This is an optimization exercise on Yosys and OpenROAD, whose aim is small area and a short achievable clock period, not a production implementation. Only the layout flow was run in this run; the RTL was not checked for function there. Power figures rest on the tool's default switching activity, not on a simulated workload.

===== design/flow/config.mk =====
export PLATFORM = sky130hd
export DESIGN_NAME = DSP
export DESIGN_NICKNAME = DSP
export VERILOG_FILES = /design/flow/design.v
export SDC_FILE = /design/flow/constraint.sdc
export NUM_CORES = 4
export LEC_CHECK = 0
export CAP_MARGIN = 20
export CORE_MARGIN = 2
export CORE_UTILIZATION = 60
export CTS_BUF_LIST = sky130_fd_sc_hd__clkbuf_8
export SETUP_SLACK_MARGIN = 4.5
export SLEW_MARGIN = 20
export SYNTH_HIERARCHICAL = 1
export SYNTH_MINIMUM_KEEP_SIZE = 0

===== design/flow/constraint.sdc =====
create_clock -name core_clock -period 7.0 [get_ports {clk}]
set_input_delay 1.4000 -clock core_clock [delete_from_list [all_inputs] [get_ports {clk}]]
set_output_delay 1.4000 -clock core_clock [all_outputs]
set_load 0.01 [all_outputs]

===== design/flow/design.v =====
module fa (input a, input b, input c, output s, output co);
    assign s  = a ^ b ^ c;
    assign co = (a & b) | (a & c) | (b & c);
endmodule
module xn2 (input a, input b, output y);
    assign y = ~(a ^ b);
endmodule
module or2 (input a, input b, output y);
    assign y = a | b;
endmodule
module fa1 (input a, input b, output s, output co);
    xn2 u_s (.a(a), .b(b), .y(s));
    or2 u_c (.a(a), .b(b), .y(co));
endmodule
module ha (input a, input b, output s, output co);
    assign s  = a ^ b;
    assign co = a & b;
endmodule
module ks18 (input [17:0] a, input [17:0] b, output [17:0] s);
    localparam W = 18;
    localparam L = 5;
    wire [W-1:0] g [0:L];
    wire [W-1:0] p [0:L];
    assign g[0] = a & b;
    assign p[0] = a ^ b;
    genvar l, i;
    generate for (l = 0; l < L; l = l + 1) begin : g_l
        for (i = 0; i < W; i = i + 1) begin : g_i
            if (i >= (1 << l)) begin : g_m
                assign g[l+1][i] = g[l][i] | (p[l][i] & g[l][i-(1<<l)]);
                assign p[l+1][i] = p[l][i] & p[l][i-(1<<l)];
            end else begin : g_k
                assign g[l+1][i] = g[l][i];
                assign p[l+1][i] = p[l][i];
            end
        end
    end endgenerate
    assign s = p[0] ^ {g[L][W-2:0], 1'b0};
endmodule
module DSP (a,b,c,d,clk,rst_n,p);
    parameter OPERATION = "ADD" ;
    input [17:0] a,b,d;
    input [47:0] c;
    input clk,rst_n;
    output reg [47:0] p;
    wire [19:0] ax = {2'b00, a};
        reg [8:0] bo, bt, bn;
    reg bz;
    reg [17:0] s1;
    wire [17:0] s0;
    ks18 u_pre (.a(b), .b(d), .s(s0));
    reg [90:0] x;
    reg [47:0] r0;
    reg [47:8] r1;
    reg rc;
    wire [47:0] cd = {c[47:36] - 12'd1, c[35:0]};
    wire [90:0] xn;
    wire [8:0] nn = ~bn;
    wire [18:0] sx = {1'b0, s1};
    wire [18:0] sy = {s1, 1'b0};
    wire [17:0] pz = {18{bz}} & s1;
    wire [18:0] pp0 = (({19{bo[0]}} & sx) | ({19{bt[0]}} & sy)) ^ {19{bn[0]}};
    wire [18:0] pp1 = (({19{bo[1]}} & sx) | ({19{bt[1]}} & sy)) ^ {19{bn[1]}};
    wire [18:0] pp2 = (({19{bo[2]}} & sx) | ({19{bt[2]}} & sy)) ^ {19{bn[2]}};
    wire [18:0] pp3 = (({19{bo[3]}} & sx) | ({19{bt[3]}} & sy)) ^ {19{bn[3]}};
    wire [18:0] pp4 = (({19{bo[4]}} & sx) | ({19{bt[4]}} & sy)) ^ {19{bn[4]}};
    wire [18:0] pp5 = (({19{bo[5]}} & sx) | ({19{bt[5]}} & sy)) ^ {19{bn[5]}};
    wire [18:0] pp6 = (({19{bo[6]}} & sx) | ({19{bt[6]}} & sy)) ^ {19{bn[6]}};
    wire [18:0] pp7 = (({19{bo[7]}} & sx) | ({19{bt[7]}} & sy)) ^ {19{bn[7]}};
    wire [18:0] pp8 = (({19{bo[8]}} & sx) | ({19{bt[8]}} & sy)) ^ {19{bn[8]}};
    wire fs1, fk1;
    wire fs2, fk2;
    wire fs3, fk3;
    wire fs4, fk4;
    wire fs5, fk5;
    wire fs6, fk6;
    wire fs7, fk7;
    wire fs8, fk8;
    wire fs9, fk9;
    wire fs10, fk10;
    wire fs11, fk11;
    wire fs12, fk12;
    wire fs13, fk13;
    wire fs14, fk14;
    wire fs15, fk15;
    wire fs16, fk16;
    wire fs17, fk17;
    wire fs18, fk18;
    wire fs19, fk19;
    wire fs20, fk20;
    wire fs21, fk21;
    wire fs22, fk22;
    wire fs23, fk23;
    wire fs24, fk24;
    wire fs25, fk25;
    wire fs26, fk26;
    wire fs27, fk27;
    wire fs28, fk28;
    wire fs29, fk29;
    wire fs30, fk30;
    wire gs1, gk1;
    wire fs31, fk31;
    wire fs32, fk32;
    wire gs2, gk2;
    wire fs33, fk33;
    wire fs34, fk34;
    wire fs35, fk35;
    wire fs36, fk36;
    wire fs37, fk37;
    wire gs3, gk3;
    wire fs38, fk38;
    wire fs39, fk39;
    wire fs40, fk40;
    wire fs41, fk41;
    wire gs4, gk4;
    wire fs42, fk42;
    wire fs43, fk43;
    wire fs44, fk44;
    wire gs5, gk5;
    wire fs45, fk45;
    wire fs46, fk46;
    wire fs47, fk47;
    wire gs6, gk6;
    wire fs48, fk48;
    wire fs49, fk49;
    wire gs7, gk7;
    wire fs50, fk50;
    wire gs8, gk8;
    wire fs51, fk51;
    wire gs9, gk9;
    wire fs52, fk52;
    wire fs53, fk53;
    wire fs54, fk54;
    wire fs55, fk55;
    wire fs56, fk56;
    wire fs57, fk57;
    wire fs58, fk58;
    wire fs59, fk59;
    wire fs60, fk60;
    wire fs61, fk61;
    wire fs62, fk62;
    wire fs63, fk63;
    wire fs64, fk64;
    wire fs65, fk65;
    wire fs66, fk66;
    wire fs67, fk67;
    wire fs68, fk68;
    wire fs69, fk69;
    wire fs70, fk70;
    wire fs71, fk71;
    wire fs72, fk72;
    wire fs73, fk73;
    wire fs74, fk74;
    wire fs75, fk75;
    wire fs76, fk76;
    wire fs77, fk77;
    wire fs78, fk78;
    wire fs79, fk79;
    wire fs80, fk80;
    wire fs81, fk81;
    wire fs82, fk82;
    wire fs83, fk83;
    wire fs84, fk84;
    wire fs85, fk85;
    wire fs86, fk86;
    wire fs87, fk87;
    wire fs88, fk88;
    wire fs89, fk89;
    wire fs90, fk90;
    wire fs91, fk91;
    wire fs92, fk92;
    wire fs93, fk93;
    wire fs94, fk94;
    wire fs95, fk95;
    wire fs96, fk96;
    wire fs97, fk97;
    wire fs98, fk98;
    wire fs99, fk99;
    wire fs100, fk100;
    wire fs101, fk101;
    wire fs102, fk102;
    wire fs103, fk103;
    wire fs104, fk104;
    wire fs105, fk105;
    wire hs1, hk1;
    wire fs106, fk106;
    wire fs107, fk107;
    wire fs108, fk108;
    wire fs109, fk109;
    wire fs110, fk110;
    wire fs111, fk111;
    wire fs112, fk112;
    wire fs113, fk113;
    wire fs114, fk114;
    wire fs115, fk115;
    wire fs116, fk116;
    wire hs2, hk2;
    wire hs3, hk3;
    wire hs4, hk4;
    wire hs5, hk5;
    wire hs6, hk6;
    wire fs117, fk117;
    wire hs7, hk7;
    wire fs118, fk118;
    wire fs119, fk119;
    wire hs8, hk8;
    wire fs120, fk120;
    wire hs9, hk9;
    wire fs121, fk121;
    wire hs10, hk10;
    wire hs11, hk11;
    wire hs12, hk12;
    wire hs13, hk13;
    wire hs14, hk14;
    wire hs15, hk15;
    wire hs16, hk16;
    wire hs17, hk17;
    wire hs18, hk18;
    wire fs122, fk122;
    wire fs123, fk123;
    wire fs124, fk124;
    wire fs125, fk125;
    wire fs126, fk126;
    wire fs127, fk127;
    wire fs128, fk128;
    wire fs129, fk129;
    wire fs130, fk130;
    wire fs131, fk131;
    wire fs132, fk132;
    wire fs133, fk133;
    wire fs134, fk134;
    wire fs135, fk135;
    wire fs136, fk136;
    wire hs19, hk19;
    wire fs137, fk137;
    wire hs20, hk20;
    wire fs138, fk138;
    wire hs21, hk21;
    wire hs22, hk22;
    wire fs139, fk139;
    wire hs23, hk23;
    wire hs24, hk24;
    wire hs25, hk25;
    wire hs26, hk26;
    wire fs140, fk140;
    wire fs141, fk141;
    wire fs142, fk142;
    wire fs143, fk143;
    wire fs144, fk144;
    wire fs145, fk145;
    wire fs146, fk146;
    wire fs147, fk147;
    wire fs148, fk148;
    wire fs149, fk149;
    wire fs150, fk150;
    wire fs151, fk151;
    wire fs152, fk152;
    wire fs153, fk153;
    wire fs154, fk154;
    wire fs155, fk155;
    wire fs156, fk156;
    wire fs157, fk157;
    wire fs158, fk158;
    wire fs159, fk159;
    wire fs160, fk160;
    wire fs161, fk161;
    wire fs162, fk162;
    wire fs163, fk163;
    wire fs164, fk164;
    wire fs165, fk165;
    wire fs166, fk166;
    wire fs167, fk167;
    wire fs168, fk168;
    wire fs169, fk169;
    wire fs170, fk170;
    wire hs27, hk27;
    fa u1 (.a(pp0[2]), .b(pp1[0]), .c(bn[1]), .s(fs1), .co(fk1));
    fa u2 (.a(pp0[4]), .b(pp1[2]), .c(pp2[0]), .s(fs2), .co(fk2));
    fa u3 (.a(pp0[5]), .b(pp1[3]), .c(pp2[1]), .s(fs3), .co(fk3));
    fa u4 (.a(pp0[6]), .b(pp1[4]), .c(pp2[2]), .s(fs4), .co(fk4));
    fa u5 (.a(pp0[7]), .b(pp1[5]), .c(pp2[3]), .s(fs5), .co(fk5));
    fa u6 (.a(pp0[8]), .b(pp1[6]), .c(pp2[4]), .s(fs6), .co(fk6));
    fa u7 (.a(pp3[2]), .b(pp4[0]), .c(bn[4]), .s(fs7), .co(fk7));
    fa u8 (.a(pp0[9]), .b(pp1[7]), .c(pp2[5]), .s(fs8), .co(fk8));
    fa u9 (.a(pp0[10]), .b(pp1[8]), .c(pp2[6]), .s(fs9), .co(fk9));
    fa u10 (.a(pp3[4]), .b(pp4[2]), .c(pp5[0]), .s(fs10), .co(fk10));
    fa u11 (.a(pp0[11]), .b(pp1[9]), .c(pp2[7]), .s(fs11), .co(fk11));
    fa u12 (.a(pp3[5]), .b(pp4[3]), .c(pp5[1]), .s(fs12), .co(fk12));
    fa u13 (.a(pp0[12]), .b(pp1[10]), .c(pp2[8]), .s(fs13), .co(fk13));
    fa u14 (.a(pp3[6]), .b(pp4[4]), .c(pp5[2]), .s(fs14), .co(fk14));
    fa u15 (.a(pp0[13]), .b(pp1[11]), .c(pp2[9]), .s(fs15), .co(fk15));
    fa u16 (.a(pp3[7]), .b(pp4[5]), .c(pp5[3]), .s(fs16), .co(fk16));
    fa u17 (.a(pp0[14]), .b(pp1[12]), .c(pp2[10]), .s(fs17), .co(fk17));
    fa u18 (.a(pp3[8]), .b(pp4[6]), .c(pp5[4]), .s(fs18), .co(fk18));
    fa u19 (.a(pp6[2]), .b(pp7[0]), .c(bn[7]), .s(fs19), .co(fk19));
    fa u20 (.a(pp0[15]), .b(pp1[13]), .c(pp2[11]), .s(fs20), .co(fk20));
    fa u21 (.a(pp3[9]), .b(pp4[7]), .c(pp5[5]), .s(fs21), .co(fk21));
    fa u22 (.a(pp0[16]), .b(pp1[14]), .c(pp2[12]), .s(fs22), .co(fk22));
    fa u23 (.a(pp3[10]), .b(pp4[8]), .c(pp5[6]), .s(fs23), .co(fk23));
    fa u24 (.a(pp6[4]), .b(pp7[2]), .c(pp8[0]), .s(fs24), .co(fk24));
    fa u25 (.a(pp0[17]), .b(pp1[15]), .c(pp2[13]), .s(fs25), .co(fk25));
    fa u26 (.a(pp3[11]), .b(pp4[9]), .c(pp5[7]), .s(fs26), .co(fk26));
    fa u27 (.a(pp6[5]), .b(pp7[3]), .c(pp8[1]), .s(fs27), .co(fk27));
    fa u28 (.a(pp0[18]), .b(pp1[16]), .c(pp2[14]), .s(fs28), .co(fk28));
    fa u29 (.a(pp3[12]), .b(pp4[10]), .c(pp5[8]), .s(fs29), .co(fk29));
    fa u30 (.a(pp6[6]), .b(pp7[4]), .c(pp8[2]), .s(fs30), .co(fk30));
    fa1 v1 (.a(nn[0]), .b(pp1[17]), .s(gs1), .co(gk1));
    fa u31 (.a(pp2[15]), .b(pp3[13]), .c(pp4[11]), .s(fs31), .co(fk31));
    fa u32 (.a(pp5[9]), .b(pp6[7]), .c(pp7[5]), .s(fs32), .co(fk32));
    fa1 v2 (.a(pp1[18]), .b(pp2[16]), .s(gs2), .co(gk2));
    fa u33 (.a(pp3[14]), .b(pp4[12]), .c(pp5[10]), .s(fs33), .co(fk33));
    fa u34 (.a(pp6[8]), .b(pp7[6]), .c(pp8[4]), .s(fs34), .co(fk34));
    fa u35 (.a(nn[1]), .b(pp2[17]), .c(pp3[15]), .s(fs35), .co(fk35));
    fa u36 (.a(pp4[13]), .b(pp5[11]), .c(pp6[9]), .s(fs36), .co(fk36));
    fa u37 (.a(pp7[7]), .b(pp8[5]), .c(pz[3]), .s(fs37), .co(fk37));
    fa1 v3 (.a(pp2[18]), .b(pp3[16]), .s(gs3), .co(gk3));
    fa u38 (.a(pp4[14]), .b(pp5[12]), .c(pp6[10]), .s(fs38), .co(fk38));
    fa u39 (.a(pp7[8]), .b(pp8[6]), .c(pz[4]), .s(fs39), .co(fk39));
    fa u40 (.a(nn[2]), .b(pp3[17]), .c(pp4[15]), .s(fs40), .co(fk40));
    fa u41 (.a(pp5[13]), .b(pp6[11]), .c(pp7[9]), .s(fs41), .co(fk41));
    fa1 v4 (.a(pp3[18]), .b(pp4[16]), .s(gs4), .co(gk4));
    fa u42 (.a(pp5[14]), .b(pp6[12]), .c(pp7[10]), .s(fs42), .co(fk42));
    fa u43 (.a(nn[3]), .b(pp4[17]), .c(pp5[15]), .s(fs43), .co(fk43));
    fa u44 (.a(pp6[13]), .b(pp7[11]), .c(pp8[9]), .s(fs44), .co(fk44));
    fa1 v5 (.a(pp4[18]), .b(pp5[16]), .s(gs5), .co(gk5));
    fa u45 (.a(pp6[14]), .b(pp7[12]), .c(pp8[10]), .s(fs45), .co(fk45));
    fa u46 (.a(nn[4]), .b(pp5[17]), .c(pp6[15]), .s(fs46), .co(fk46));
    fa u47 (.a(pp7[13]), .b(pp8[11]), .c(pz[9]), .s(fs47), .co(fk47));
    fa1 v6 (.a(pp5[18]), .b(pp6[16]), .s(gs6), .co(gk6));
    fa u48 (.a(pp7[14]), .b(pp8[12]), .c(pz[10]), .s(fs48), .co(fk48));
    fa u49 (.a(nn[5]), .b(pp6[17]), .c(pp7[15]), .s(fs49), .co(fk49));
    fa1 v7 (.a(pp6[18]), .b(pp7[16]), .s(gs7), .co(gk7));
    fa u50 (.a(nn[6]), .b(pp7[17]), .c(pp8[15]), .s(fs50), .co(fk50));
    fa1 v8 (.a(pp7[18]), .b(pp8[16]), .s(gs8), .co(gk8));
    fa u51 (.a(nn[7]), .b(pp8[17]), .c(pz[15]), .s(fs51), .co(fk51));
    fa1 v9 (.a(pp8[18]), .b(pz[16]), .s(gs9), .co(gk9));
    fa u52 (.a(fk1), .b(pp0[3]), .c(pp1[1]), .s(fs52), .co(fk52));
    fa u53 (.a(fk3), .b(fs4), .c(pp3[0]), .s(fs53), .co(fk53));
    fa u54 (.a(fk4), .b(fs5), .c(pp3[1]), .s(fs54), .co(fk54));
    fa u55 (.a(fk5), .b(fs6), .c(fs7), .s(fs55), .co(fk55));
    fa u56 (.a(fk6), .b(fk7), .c(fs8), .s(fs56), .co(fk56));
    fa u57 (.a(fk8), .b(fs9), .c(fs10), .s(fs57), .co(fk57));
    fa u58 (.a(fk9), .b(fk10), .c(fs11), .s(fs58), .co(fk58));
    fa u59 (.a(fk11), .b(fk12), .c(fs13), .s(fs59), .co(fk59));
    fa u60 (.a(fs14), .b(pp6[0]), .c(bn[6]), .s(fs60), .co(fk60));
    fa u61 (.a(fk13), .b(fk14), .c(fs15), .s(fs61), .co(fk61));
    fa u62 (.a(fk15), .b(fk16), .c(fs17), .s(fs62), .co(fk62));
    fa u63 (.a(fk17), .b(fk18), .c(fk19), .s(fs63), .co(fk63));
    fa u64 (.a(fs20), .b(fs21), .c(pp6[3]), .s(fs64), .co(fk64));
    fa u65 (.a(fk20), .b(fk21), .c(fs22), .s(fs65), .co(fk65));
    fa u66 (.a(fs23), .b(fs24), .c(bn[8]), .s(fs66), .co(fk66));
    fa u67 (.a(fk22), .b(fk23), .c(fk24), .s(fs67), .co(fk67));
    fa u68 (.a(fs25), .b(fs26), .c(fs27), .s(fs68), .co(fk68));
    fa u69 (.a(fk25), .b(fk26), .c(fk27), .s(fs69), .co(fk69));
    fa u70 (.a(fs28), .b(fs29), .c(fs30), .s(fs70), .co(fk70));
    fa u71 (.a(fk28), .b(fk29), .c(fk30), .s(fs71), .co(fk71));
    fa u72 (.a(gs1), .b(fs31), .c(fs32), .s(fs72), .co(fk72));
    fa u73 (.a(gk1), .b(fk31), .c(fk32), .s(fs73), .co(fk73));
    fa u74 (.a(gs2), .b(fs33), .c(fs34), .s(fs74), .co(fk74));
    fa u75 (.a(gk2), .b(fk33), .c(fk34), .s(fs75), .co(fk75));
    fa u76 (.a(fs35), .b(fs36), .c(fs37), .s(fs76), .co(fk76));
    fa u77 (.a(fk35), .b(fk36), .c(fk37), .s(fs77), .co(fk77));
    fa u78 (.a(gs3), .b(fs38), .c(fs39), .s(fs78), .co(fk78));
    fa u79 (.a(gk3), .b(fk38), .c(fk39), .s(fs79), .co(fk79));
    fa u80 (.a(fs40), .b(fs41), .c(pp8[7]), .s(fs80), .co(fk80));
    fa u81 (.a(fk40), .b(fk41), .c(gs4), .s(fs81), .co(fk81));
    fa u82 (.a(fs42), .b(pp8[8]), .c(pz[6]), .s(fs82), .co(fk82));
    fa u83 (.a(gk4), .b(fk42), .c(fs43), .s(fs83), .co(fk83));
    fa u84 (.a(fk43), .b(fk44), .c(gs5), .s(fs84), .co(fk84));
    fa u85 (.a(gk5), .b(fk45), .c(fs46), .s(fs85), .co(fk85));
    fa u86 (.a(fk46), .b(fk47), .c(gs6), .s(fs86), .co(fk86));
    fa u87 (.a(gk6), .b(fk48), .c(fs49), .s(fs87), .co(fk87));
    fa u88 (.a(fk49), .b(gs7), .c(pp8[14]), .s(fs88), .co(fk88));
    fa u89 (.a(gk7), .b(fs50), .c(pz[13]), .s(fs89), .co(fk89));
    fa u90 (.a(fk50), .b(gs8), .c(pz[14]), .s(fs90), .co(fk90));
    fa u91 (.a(gk9), .b(nn[8]), .c(pz[17]), .s(fs91), .co(fk91));
    fa u92 (.a(fk52), .b(fs2), .c(bn[2]), .s(fs92), .co(fk92));
    fa u93 (.a(fk55), .b(fs56), .c(pp3[3]), .s(fs93), .co(fk93));
    fa u94 (.a(fk56), .b(fs57), .c(bn[5]), .s(fs94), .co(fk94));
    fa u95 (.a(fk57), .b(fs58), .c(fs12), .s(fs95), .co(fk95));
    fa u96 (.a(fk58), .b(fs59), .c(fs60), .s(fs96), .co(fk96));
    fa u97 (.a(fk59), .b(fk60), .c(fs61), .s(fs97), .co(fk97));
    fa u98 (.a(fk61), .b(fs62), .c(fs18), .s(fs98), .co(fk98));
    fa u99 (.a(fk62), .b(fs63), .c(fs64), .s(fs99), .co(fk99));
    fa u100 (.a(fk63), .b(fk64), .c(fs65), .s(fs100), .co(fk100));
    fa u101 (.a(fk65), .b(fk66), .c(fs67), .s(fs101), .co(fk101));
    fa u102 (.a(fk67), .b(fk68), .c(fs69), .s(fs102), .co(fk102));
    fa u103 (.a(fk69), .b(fk70), .c(fs71), .s(fs103), .co(fk103));
    fa u104 (.a(fs72), .b(pp8[3]), .c(pz[1]), .s(fs104), .co(fk104));
    fa u105 (.a(fk71), .b(fk72), .c(fs73), .s(fs105), .co(fk105));
    ha h1 (.a(fs74), .b(pz[2]), .s(hs1), .co(hk1));
    fa u106 (.a(fk73), .b(fk74), .c(fs75), .s(fs106), .co(fk106));
    fa u107 (.a(fk75), .b(fk76), .c(fs77), .s(fs107), .co(fk107));
    fa u108 (.a(fk77), .b(fk78), .c(fs79), .s(fs108), .co(fk108));
    fa u109 (.a(fk79), .b(fk80), .c(fs81), .s(fs109), .co(fk109));
    fa u110 (.a(fk81), .b(fk82), .c(fs83), .s(fs110), .co(fk110));
    fa u111 (.a(fk83), .b(fs84), .c(fs45), .s(fs111), .co(fk111));
    fa u112 (.a(fk84), .b(fs85), .c(fs47), .s(fs112), .co(fk112));
    fa u113 (.a(fk85), .b(fs86), .c(fs48), .s(fs113), .co(fk113));
    fa u114 (.a(fk86), .b(fs87), .c(pp8[13]), .s(fs114), .co(fk114));
    fa u115 (.a(fk87), .b(fs88), .c(pz[12]), .s(fs115), .co(fk115));
    fa u116 (.a(fk90), .b(gk8), .c(fs51), .s(fs116), .co(fk116));
    ha h2 (.a(x[23]), .b(x[24]), .s(hs2), .co(hk2));
    ha h3 (.a(x[27]), .b(x[28]), .s(hs3), .co(hk3));
    ha h4 (.a(x[30]), .b(x[31]), .s(hs4), .co(hk4));
    ha h5 (.a(x[33]), .b(x[34]), .s(hs5), .co(hk5));
    ha h6 (.a(x[36]), .b(x[37]), .s(hs6), .co(hk6));
    fa u117 (.a(x[39]), .b(x[40]), .c(x[41]), .s(fs117), .co(fk117));
    ha h7 (.a(x[43]), .b(x[44]), .s(hs7), .co(hk7));
    fa u118 (.a(x[46]), .b(x[47]), .c(x[48]), .s(fs118), .co(fk118));
    fa u119 (.a(x[50]), .b(x[51]), .c(x[52]), .s(fs119), .co(fk119));
    ha h8 (.a(x[54]), .b(x[55]), .s(hs8), .co(hk8));
    fa u120 (.a(x[57]), .b(x[58]), .c(x[59]), .s(fs120), .co(fk120));
    ha h9 (.a(x[61]), .b(x[62]), .s(hs9), .co(hk9));
    fa u121 (.a(x[64]), .b(x[65]), .c(x[66]), .s(fs121), .co(fk121));
    ha h10 (.a(x[68]), .b(x[69]), .s(hs10), .co(hk10));
    ha h11 (.a(x[6]), .b(x[7]), .s(hs11), .co(hk11));
    ha h12 (.a(x[9]), .b(x[10]), .s(hs12), .co(hk12));
    ha h13 (.a(x[11]), .b(x[12]), .s(hs13), .co(hk13));
    ha h14 (.a(x[13]), .b(x[14]), .s(hs14), .co(hk14));
    ha h15 (.a(x[15]), .b(x[16]), .s(hs15), .co(hk15));
    ha h16 (.a(x[17]), .b(x[18]), .s(hs16), .co(hk16));
    ha h17 (.a(x[19]), .b(x[20]), .s(hs17), .co(hk17));
    ha h18 (.a(x[21]), .b(x[22]), .s(hs18), .co(hk18));
    fa u122 (.a(x[25]), .b(x[26]), .c(hs2), .s(fs122), .co(fk122));
    fa u123 (.a(x[29]), .b(hk2), .c(hs3), .s(fs123), .co(fk123));
    fa u124 (.a(x[32]), .b(hk3), .c(hs4), .s(fs124), .co(fk124));
    fa u125 (.a(x[35]), .b(hk4), .c(hs5), .s(fs125), .co(fk125));
    fa u126 (.a(x[38]), .b(hk5), .c(hs6), .s(fs126), .co(fk126));
    fa u127 (.a(x[42]), .b(hk6), .c(fs117), .s(fs127), .co(fk127));
    fa u128 (.a(x[45]), .b(fk117), .c(hs7), .s(fs128), .co(fk128));
    fa u129 (.a(x[49]), .b(hk7), .c(fs118), .s(fs129), .co(fk129));
    fa u130 (.a(x[53]), .b(fk118), .c(fs119), .s(fs130), .co(fk130));
    fa u131 (.a(x[56]), .b(fk119), .c(hs8), .s(fs131), .co(fk131));
    fa u132 (.a(x[60]), .b(hk8), .c(fs120), .s(fs132), .co(fk132));
    fa u133 (.a(x[63]), .b(fk120), .c(hs9), .s(fs133), .co(fk133));
    fa u134 (.a(x[67]), .b(hk9), .c(fs121), .s(fs134), .co(fk134));
    fa u135 (.a(x[70]), .b(fk121), .c(hs10), .s(fs135), .co(fk135));
    fa u136 (.a(x[71]), .b(x[72]), .c(hk10), .s(fs136), .co(fk136));
    ha h19 (.a(x[73]), .b(x[74]), .s(hs19), .co(hk19));
    fa u137 (.a(x[75]), .b(x[76]), .c(x[77]), .s(fs137), .co(fk137));
    ha h20 (.a(x[78]), .b(x[79]), .s(hs20), .co(hk20));
    fa u138 (.a(x[80]), .b(x[81]), .c(x[82]), .s(fs138), .co(fk138));
    ha h21 (.a(x[83]), .b(x[84]), .s(hs21), .co(hk21));
    ha h22 (.a(x[86]), .b(x[87]), .s(hs22), .co(hk22));
    fa u139 (.a(x[0]), .b(x[1]), .c(cd[0]), .s(fs139), .co(fk139));
    ha h23 (.a(x[2]), .b(cd[1]), .s(hs23), .co(hk23));
    ha h24 (.a(x[3]), .b(cd[2]), .s(hs24), .co(hk24));
    ha h25 (.a(x[4]), .b(cd[3]), .s(hs25), .co(hk25));
    ha h26 (.a(x[5]), .b(cd[4]), .s(hs26), .co(hk26));
    fa u140 (.a(x[8]), .b(hs11), .c(cd[5]), .s(fs140), .co(fk140));
    fa u141 (.a(hk11), .b(hs12), .c(cd[6]), .s(fs141), .co(fk141));
    fa u142 (.a(hk12), .b(hs13), .c(cd[7]), .s(fs142), .co(fk142));
    fa u143 (.a(hk13), .b(hs14), .c(cd[8]), .s(fs143), .co(fk143));
    fa u144 (.a(hk14), .b(hs15), .c(cd[9]), .s(fs144), .co(fk144));
    fa u145 (.a(hk15), .b(hs16), .c(cd[10]), .s(fs145), .co(fk145));
    fa u146 (.a(hk16), .b(hs17), .c(cd[11]), .s(fs146), .co(fk146));
    fa u147 (.a(hk17), .b(hs18), .c(cd[12]), .s(fs147), .co(fk147));
    fa u148 (.a(hk18), .b(fs122), .c(cd[13]), .s(fs148), .co(fk148));
    fa u149 (.a(fk122), .b(fs123), .c(cd[14]), .s(fs149), .co(fk149));
    fa u150 (.a(fk123), .b(fs124), .c(cd[15]), .s(fs150), .co(fk150));
    fa u151 (.a(fk124), .b(fs125), .c(cd[16]), .s(fs151), .co(fk151));
    fa u152 (.a(fk125), .b(fs126), .c(cd[17]), .s(fs152), .co(fk152));
    fa u153 (.a(fk126), .b(fs127), .c(cd[18]), .s(fs153), .co(fk153));
    fa u154 (.a(fk127), .b(fs128), .c(cd[19]), .s(fs154), .co(fk154));
    fa u155 (.a(fk128), .b(fs129), .c(cd[20]), .s(fs155), .co(fk155));
    fa u156 (.a(fk129), .b(fs130), .c(cd[21]), .s(fs156), .co(fk156));
    fa u157 (.a(fk130), .b(fs131), .c(cd[22]), .s(fs157), .co(fk157));
    fa u158 (.a(fk131), .b(fs132), .c(cd[23]), .s(fs158), .co(fk158));
    fa u159 (.a(fk132), .b(fs133), .c(cd[24]), .s(fs159), .co(fk159));
    fa u160 (.a(fk133), .b(fs134), .c(cd[25]), .s(fs160), .co(fk160));
    fa u161 (.a(fk134), .b(fs135), .c(cd[26]), .s(fs161), .co(fk161));
    fa u162 (.a(fk135), .b(fs136), .c(cd[27]), .s(fs162), .co(fk162));
    fa u163 (.a(fk136), .b(hs19), .c(cd[28]), .s(fs163), .co(fk163));
    fa u164 (.a(hk19), .b(fs137), .c(cd[29]), .s(fs164), .co(fk164));
    fa u165 (.a(fk137), .b(hs20), .c(cd[30]), .s(fs165), .co(fk165));
    fa u166 (.a(hk20), .b(fs138), .c(cd[31]), .s(fs166), .co(fk166));
    fa u167 (.a(fk138), .b(hs21), .c(cd[32]), .s(fs167), .co(fk167));
    fa u168 (.a(x[85]), .b(hk21), .c(cd[33]), .s(fs168), .co(fk168));
    fa u169 (.a(x[88]), .b(hs22), .c(cd[34]), .s(fs169), .co(fk169));
    fa u170 (.a(x[89]), .b(hk22), .c(cd[35]), .s(fs170), .co(fk170));
    ha h27 (.a(x[90]), .b(cd[36]), .s(hs27), .co(hk27));
    assign xn[0] = pp0[0];
    assign xn[1] = bn[0];
    assign xn[2] = pp0[1];
    assign xn[3] = fs1;
    assign xn[4] = fs52;
    assign xn[5] = fs92;
    assign xn[6] = fk92;
    assign xn[7] = fk2;
    assign xn[8] = fs3;
    assign xn[9] = fs53;
    assign xn[10] = bn[3];
    assign xn[11] = fk53;
    assign xn[12] = fs54;
    assign xn[13] = fk54;
    assign xn[14] = fs55;
    assign xn[15] = fs93;
    assign xn[16] = pp4[1];
    assign xn[17] = fk93;
    assign xn[18] = fs94;
    assign xn[19] = fk94;
    assign xn[20] = fs95;
    assign xn[21] = fk95;
    assign xn[22] = fs96;
    assign xn[23] = fk96;
    assign xn[24] = fs97;
    assign xn[25] = fs16;
    assign xn[26] = pp6[1];
    assign xn[27] = fk97;
    assign xn[28] = fs98;
    assign xn[29] = fs19;
    assign xn[30] = fk98;
    assign xn[31] = fs99;
    assign xn[32] = pp7[1];
    assign xn[33] = fk99;
    assign xn[34] = fs100;
    assign xn[35] = fs66;
    assign xn[36] = fk100;
    assign xn[37] = fs101;
    assign xn[38] = fs68;
    assign xn[39] = fk101;
    assign xn[40] = fs102;
    assign xn[41] = fs70;
    assign xn[42] = pz[0];
    assign xn[43] = fk102;
    assign xn[44] = fs103;
    assign xn[45] = fs104;
    assign xn[46] = fk103;
    assign xn[47] = fk104;
    assign xn[48] = fs105;
    assign xn[49] = hs1;
    assign xn[50] = fk105;
    assign xn[51] = hk1;
    assign xn[52] = fs106;
    assign xn[53] = fs76;
    assign xn[54] = fk106;
    assign xn[55] = fs107;
    assign xn[56] = fs78;
    assign xn[57] = fk107;
    assign xn[58] = fs108;
    assign xn[59] = fs80;
    assign xn[60] = pz[5];
    assign xn[61] = fk108;
    assign xn[62] = fs109;
    assign xn[63] = fs82;
    assign xn[64] = fk109;
    assign xn[65] = fs110;
    assign xn[66] = fs44;
    assign xn[67] = pz[7];
    assign xn[68] = fk110;
    assign xn[69] = fs111;
    assign xn[70] = pz[8];
    assign xn[71] = fk111;
    assign xn[72] = fs112;
    assign xn[73] = fk112;
    assign xn[74] = fs113;
    assign xn[75] = fk113;
    assign xn[76] = fs114;
    assign xn[77] = pz[11];
    assign xn[78] = fk114;
    assign xn[79] = fs115;
    assign xn[80] = fk115;
    assign xn[81] = fk88;
    assign xn[82] = fs89;
    assign xn[83] = fk89;
    assign xn[84] = fs90;
    assign xn[85] = fs116;
    assign xn[86] = fk116;
    assign xn[87] = fk51;
    assign xn[88] = gs9;
    assign xn[89] = fs91;
    assign xn[90] = fk91;
    wire [47:0] r0n = {cd[47], cd[46], cd[45], cd[44], cd[43], cd[42], cd[41], cd[40], cd[39], cd[38], hk27, fk170, fk169, fk168, fk167, fk166, fk165, fk164, fk163, fk162, fk161, fk160, fk159, fk158, fk157, fk156, fk155, fk154, fk153, fk152, fk151, fk150, fk149, fk148, fk147, fk146, fk145, fk144, fk143, fk142, fk141, fk140, hk26, hk25, hk24, hk23, fk139, fs139};
    wire [47:0] r1n = {1'b0, 1'b0, 1'b0, 1'b0, 1'b0, 1'b0, 1'b0, 1'b0, 1'b0, 1'b0, cd[37], hs27, fs170, fs169, fs168, fs167, fs166, fs165, fs164, fs163, fs162, fs161, fs160, fs159, fs158, fs157, fs156, fs155, fs154, fs153, fs152, fs151, fs150, fs149, fs148, fs147, fs146, fs145, fs144, fs143, fs142, fs141, fs140, hs26, hs25, hs24, hs23, 1'b0};
    wire [8:0] lo = r0n[7:0] + r1n[7:0];
    wire [40:0] hi = {r0[47:8], 1'b1} + {r1[47:8], rc};
    always @(posedge clk or negedge rst_n) begin
        if (!rst_n) begin
            bo <= 0; bt <= 0; bn <= 0; bz <= 0;
            s1 <= 0; x <= 91'b0110011010010010101001000100100100100100011000000000000000000000000000000000000000000000000; r0 <= 0; r1 <= 0; rc <= 0; p <= 0;
        end else begin
            bo[0] <= ax[0] ^ 1'b0;
            bt[0] <= (ax[1] & ~ax[0] & ~1'b0) | (~ax[1] & ax[0] & 1'b0);
            bn[0] <= ax[1];
            bo[1] <= ax[2] ^ ax[1];
            bt[1] <= (ax[3] & ~ax[2] & ~ax[1]) | (~ax[3] & ax[2] & ax[1]);
            bn[1] <= ax[3];
            bo[2] <= ax[4] ^ ax[3];
            bt[2] <= (ax[5] & ~ax[4] & ~ax[3]) | (~ax[5] & ax[4] & ax[3]);
            bn[2] <= ax[5];
            bo[3] <= ax[6] ^ ax[5];
            bt[3] <= (ax[7] & ~ax[6] & ~ax[5]) | (~ax[7] & ax[6] & ax[5]);
            bn[3] <= ax[7];
            bo[4] <= ax[8] ^ ax[7];
            bt[4] <= (ax[9] & ~ax[8] & ~ax[7]) | (~ax[9] & ax[8] & ax[7]);
            bn[4] <= ax[9];
            bo[5] <= ax[10] ^ ax[9];
            bt[5] <= (ax[11] & ~ax[10] & ~ax[9]) | (~ax[11] & ax[10] & ax[9]);
            bn[5] <= ax[11];
            bo[6] <= ax[12] ^ ax[11];
            bt[6] <= (ax[13] & ~ax[12] & ~ax[11]) | (~ax[13] & ax[12] & ax[11]);
            bn[6] <= ax[13];
            bo[7] <= ax[14] ^ ax[13];
            bt[7] <= (ax[15] & ~ax[14] & ~ax[13]) | (~ax[15] & ax[14] & ax[13]);
            bn[7] <= ax[15];
            bo[8] <= ax[16] ^ ax[15];
            bt[8] <= (ax[17] & ~ax[16] & ~ax[15]) | (~ax[17] & ax[16] & ax[15]);
            bn[8] <= ax[17];
            bz <= a[17];
            s1 <= s0;
            x  <= xn;
            r0 <= {r0n[47:8], lo[7:0]};
            r1 <= r1n[47:8];
            rc <= lo[8];
            p  <= {hi[40:1], r0[7:0]};
        end
    end
endmodule

===== design/flow/flow/run.sh =====
#!/bin/bash
# Standard ORFS layout (the standard.sh, unchanged synthesis), except that the
# input and output ports are buffered with a plain buffer cell instead of the
# delay-type buffer that buffer_ports picks by default.
set -euo pipefail
bash standard.sh "BUFFER_PORTS_ARGS=-buffer_cell sky130_fd_sc_hd__buf_2" finish > orfs_make.log 2>&1

===== design/flow/standard.sh =====
#!/bin/bash
# synth_recipe.tcl (not shown) runs the flow's synth.tcl, then flattens the netlist and writes it again
# the make line also repeats each setting of config.mk as NAME=value (left out here)
make -C /OpenROAD-flow-scripts/flow DESIGN_CONFIG=/design/flow/config.mk WORK_HOME=/design/flow/orfs CLKGATE_MAP_FILE= SYNTH_SCRIPT=/design/flow/synth_recipe.tcl "${@:-finish}"

==> impl_results.html <==
<table>
<tr><th>Metric</th><th>Value</th></tr>
<tr><th colspan="2">Status</th></tr>
<tr><td>Run status</td><td>finished clean</td></tr>
<tr><th colspan="2">Synthesis</th></tr>
<tr><td>Sequential share of the synthesized area</td><td>38.09%</td></tr>
<tr><td>Synth Instances</td><td>1463</td></tr>
<tr><td>EDFF count, synth</td><td>0</td></tr>
<tr><td>YS warnings</td><td>8</td></tr>
<tr><td>Yosys reg bits</td><td>263</td></tr>
<tr><td>Proportion of synthesized flip-flops having asynchronous set or reset</td><td>100.0%</td></tr>
<tr><td>Syn_nets</td><td>1822</td></tr>
<tr><td>Number of distinct library cell variants in the gate-level netlist after synthesis</td><td>59</td></tr>
<tr><td>Main synth FF type</td><td>dfrtp_1</td></tr>
<tr><td>Synthesized cell area</td><td>17330 µm²</td></tr>
<tr><td>Synthesized area divided by synthesized cell count</td><td>11.85 µm²</td></tr>
<tr><th colspan="2">Detailed routing</th></tr>
<tr><td>Residual DRC count</td><td>0</td></tr>
<tr><td>Count of routing violations after the opening detailed-route iteration</td><td>1096</td></tr>
<tr><td>Overall via count from detail_route</td><td>12386</td></tr>
<tr><td>Final wirelength</td><td>44660 µm</td></tr>
<tr><td>DRT antenna net count</td><td>0</td></tr>
<tr><td>Number of optimization iterations in the first detailed-route pass</td><td>6</td></tr>
<tr><td>Vias per cell</td><td>6.021</td></tr>
<tr><td>Average routed wire per standard cell</td><td>21.71 µm</td></tr>
<tr><th colspan="2">Placed design</th></tr>
<tr><td>Cell count after placement</td><td>1897</td></tr>
<tr><td>Count of buffers from port buffering</td><td>151</td></tr>
<tr><td>Final HPWL from detailed placement</td><td>28320 µm</td></tr>
<tr><td>Final estimated routing congestion in global placement</td><td>0.8783</td></tr>
<tr><th colspan="2">Layout</th></tr>
<tr><td>Layout overhead on the synthesized area</td><td>22.89%</td></tr>
<tr><td>Register Area</td><td>6745 µm²</td></tr>
<tr><td>Highest-count cells in the layout ignoring fill and taps</td><td>dfrtp_1 (208), xnor2_1 (184), buf_2 (149)</td></tr>
<tr><td>Net count, final</td><td>1999</td></tr>
<tr><td>Most common cell after layout, fill and taps aside</td><td>dfrtp_1</td></tr>
<tr><td>Fill cells</td><td>1966</td></tr>
<tr><td>Number of antenna cells inserted</td><td>0</td></tr>
<tr><td>Final instance count without filler cells</td><td>2057</td></tr>
<tr><td>Share of cells above drive strength 1</td><td>35.92%</td></tr>
<tr><td>Multi-input gate area in the final layout</td><td>11310 µm²</td></tr>
<tr><th colspan="2">Setup path</th></tr>
<tr><td>Critical Path Start</td><td>s1[12]</td></tr>
<tr><td>WS Path Type</td><td>reg2reg</td></tr>
<tr><td>Critical path arrival</td><td>3.22 ns</td></tr>
<tr><td>Startpoint Class</td><td>flop</td></tr>
<tr><td>Source of the worst register-to-register timing path</td><td>s1[12]</td></tr>
<tr><td>Required arrival time at the worst endpoint</td><td>7.49 ns</td></tr>
<tr><td>Crit-path max FO</td><td>9</td></tr>
<tr><td>Kind of end point of the critical path</td><td>flop</td></tr>
<tr><th colspan="2">Pwr</th></tr>
<tr><td>Comb power frac</td><td>58.2%</td></tr>
<tr><td>Static leakage power</td><td>0.008749 µW</td></tr>
<tr><td>Clk pwr share</td><td>14.2%</td></tr>
<tr><td>Worst-case vdd ir drop</td><td>0.1693 mV</td></tr>
<tr><td>Seq pwr share</td><td>27.5%</td></tr>
<tr><td>Switching Fraction</td><td>41.72%</td></tr>
<tr><td>Pwr Density</td><td>460.7 nW/µm²</td></tr>
<tr><td>Net switching power</td><td>4094 µW</td></tr>
<tr><td>Cell Int Power</td><td>5720 µW</td></tr>
<tr><th colspan="2">Timing</th></tr>
<tr><td>Post-Route Skew</td><td>0.03753 ns</td></tr>
<tr><td>Max Clk Rate</td><td>365.5 MHz</td></tr>
<tr><td>RSZ-0062 raised after global routing</td><td>yes</td></tr>
<tr><td>Max_slew headroom</td><td>40.57%</td></tr>
<tr><td>Final hold violation count</td><td>0</td></tr>
<tr><td>Time the final worst path needs with I/O delays and setup</td><td>2.736 ns</td></tr>
<tr><td>Total Negative Setup Slacks</td><td>0 ns</td></tr>
<tr><td>Final-report max-slew violation count</td><td>0</td></tr>
<tr><td>Setup-violating endpoint count in the final report</td><td>0</td></tr>
<tr><td>Transition time of the tightest slew-check pin</td><td>0.8915 ns</td></tr>
<tr><td>Crit share post-route</td><td>39.08%</td></tr>
<tr><th colspan="2">Die</th></tr>
<tr><td>Die Span Y</td><td>174.0 µm</td></tr>
<tr><td>Core region area</td><td>28550 µm²</td></tr>
<tr><td>DIE WIDTH</td><td>174.0 µm</td></tr>
<tr><td>I/O pin count</td><td>152</td></tr>
<tr><td>Initial standard-cell utilization of the core</td><td>60.72%</td></tr>
<tr><td>Number of cell rows</td><td>62</td></tr>
<tr><td>Die Footprint</td><td>30270 µm²</td></tr>
<tr><th colspan="2">CTS</th></tr>
<tr><td>Clock-pin slew on the worst setup and hold paths</td><td>0.06 ns</td></tr>
<tr><td>Latest clock arrival within the worst-skew pair</td><td>0.57 ns</td></tr>
<tr><td>Number of buffers inserted for hold repair after clock tree synthesis</td><td>0</td></tr>
<tr><td>CTS root buf</td><td>clkbuf_8</td></tr>
<tr><td>Number of clock sinks</td><td>263</td></tr>
<tr><td>CTS H-Tree Depth</td><td>2</td></tr>
<tr><td>Cts bufs inserted</td><td>43</td></tr>
<tr><td>TritonCTS clock tree</td><td>built</td></tr>
<tr><td>Clock Tree Buf Depth</td><td>3</td></tr>
<tr><th colspan="2">Global route</th></tr>
<tr><td>Gr ovfl total</td><td>0</td></tr>
<tr><td>Initial antenna violation count</td><td>0</td></tr>
<tr><td>Aggregate global-route resource usage</td><td>28.92%</td></tr>
<tr><td>Global-route wire length before repair</td><td>68700 µm</td></tr>
<tr><td>Largest net degree at the start of global routing</td><td>75</td></tr>
<tr><td>Number of global-route vias before repair</td><td>12769</td></tr>
<tr><th colspan="2">Hold path</th></tr>
<tr><td>Min-Delay Path Class</td><td>reg2reg</td></tr>
<tr><td>Startpoint of the lowest-slack hold path</td><td>r0[4]</td></tr>
<tr><th colspan="2">Run</th></tr>
<tr><td>Max-cap violation count</td><td>0</td></tr>
</table>
## kinds of logic (layout without fill, tap and decap cells)
family          Yosys count  count (layout)  share of synthesized area (%)
fa+ha+maj               255             255                          25.90
buf+inv                 143             353                          3.147
flops                   263             263                          38.09
simple gates            205             205                          6.143
compound gates          344             344                          13.92
xor+xnor                250             250                          12.63
mux                       3               3                         0.1732
## area by class of cell
type	count	share of cell area [%]
flip-flops and latches	263	31.67
clock buffers	56	3.618
well taps	384	2.256
repair buffers	243	8.053
inverters	32	0.5639
clock inverters	22	0.7401
multi-input cells	1057	53.10
## per-module statistics from Yosys (local to each module, per instance), a selection
module | cells inside | flip-flops and latches | area, µm² | copies in the design
or2 | 1 | 0 | 6.256 | 9
fa | 1 | 0 | 20.02 | 170
ha | 1 | 0 | 12.51 | 27
xn2 | 1 | 0 | 8.758 | 9
ks18 | 117 | 0 | 844.6 | 1
DSP | 1131 | 263 | 12610 | 1
## through the flow
| step | utilization [%] | cell area (µm²) | setup WS [ns] | power [µW] | hold slack (ns) |
|---|---|---|---|---|---|
| floorplan | - | 18250 | 4.123 | 6474 | 0.3312 |
| global placement | 65.60 | 18730 | 3.928 | 7710 | 0.3325 |
| detailed placement | 65.60 | 18730 | 3.897 | 7914 | 0.3362 |
| CTS | 71.59 | 20440 | 4.369 | 9547 | 0.3492 |
| global route | 74.62 | 21300 | 4.219 | 10680 | 0.3545 |
| finish | 74.62 | 21300 | 4.264 | 9813 | 0.3471 |
## Yosys cell counts (all sizes together) (2+ instances only)
library cell | instances | area share, %
o31ai | 7 | 0.30
o21bai | 12 | 0.52
and2 | 20 | 0.72
nand4 | 16 | 0.58
and3 | 3 | 0.11
mux2i | 3 | 0.17
or2 | 12 | 0.43
fa | 173 | 20
xor2 | 36 | 1.8
or4 | 2 | 0.087
o22ai | 5 | 0.18
o2111ai | 3 | 0.15
o21a | 5 | 0.22
nand3b | 11 | 0.48
nor4 | 5 | 0.18
nand3 | 15 | 0.43
clkbuf | 86 | 1.9
o211ai | 13 | 0.59
a21boi | 3 | 0.13
ha | 82 | 5.9
nor2b | 4 | 0.14
nor2 | 31 | 0.67
or3 | 5 | 0.18
nand2b | 9 | 0.32
xnor2 | 214 | 11
a21oi | 54 | 1.6
a31oi | 7 | 0.25
a221o | 2 | 0.12
o21ai | 42 | 1.2
a22oi | 154 | 6.7
a211oi | 8 | 0.45
and4b | 2 | 0.12
dfstp | 17 | 2.6
nand2 | 57 | 1.3
nor3 | 12 | 0.35
buf | 25 | 0.59
dfrtp | 246 | 36
a221oi | 3 | 0.29
a21o | 18 | 0.78
o211a | 3 | 0.17
inv | 32 | 0.69
## layer usage
metal | global-route usage (%) | routed length, µm
met5 | 0 | 0
met4 | 10.82 | 2134
met3 | 5.031 | 4190
met2 | 44.75 | 19810
met1 | 41.55 | 18530
## worst max-delay path, cell delays in order (launching register included)
cell     delay [ns]
dfrtp_4        0.54
buf_6          0.18
a22oi_1        0.28
xnor2_1        0.21
fa_1           0.49
fa_2           0.42
fa_2           0.55
## registers in the layout, summed over array words and instances (netlist names)
signal	count
bn	9
bt	9
p	48
bo	9
x	91
r1	30
r0	48
s1	18
rc	1
## what timing repair did
action	4_1_cts	5_1_grt
gates resized for setup	137	93
setup buffers	41	41
setup endpoints to repair	74	71
pin swaps	60	65
## final timing paths
kind | to | cells past startpoint | slack, ns
setup / recovery | x[65] | 6 | 4.26
setup reg to reg | x[65] | 6 | 4.26
min in group asynchronous | r1[2] | 1 | 0.78
hold / removal | p[4] | 0 | 0.35
hold reg to reg | p[4] | 0 | 0.35
max in group asynchronous | r0[16] | 2 | 4.84
## power groups by stage
stage	registers, µW	clock network (µW)	logic [µW]
after floorplan	2540	0	3930
after CTS	2740	1430	5370
final	2700	1390	5720
after detailed placement	2770	0	5140
after global routing	2760	1500	6410
after global placement	2760	0	4950

==> port drivers added, routing unchanged <==
How much do the figures lean on ideal ports? The routed layout below was timed once more, with nothing changed but the port constraints. Step 1 (the two cells are an assumption about what drives the block):
set clk [get_ports {clk}]
set_driving_cell -lib_cell sky130_fd_sc_hd__clkbuf_16 $clk
set_driving_cell -lib_cell sky130_fd_sc_hd__buf_2 [delete_from_list [all_inputs] $clk]
Step 2 also shifts input and output timing later by t, the mid clock arrival at the registers, as if the neighbouring blocks saw the same clock. Slacks: ideal / step 1 / step 2; pairs: ideal / step 1.
t (ns): 0.600
setup slack, ns: 4.264 / 4.264 / 3.903
hold slack, ns: 0.347 / 0.347 / 0.347
worst data-port slew with drivers (ns): 0.05
cell pins on the clock port's net: 1
After both steps setup and hold are still met in this run. For this run, drivers alone change the setup slack by 0.000 ns; drivers and shift together by -0.361 ns.
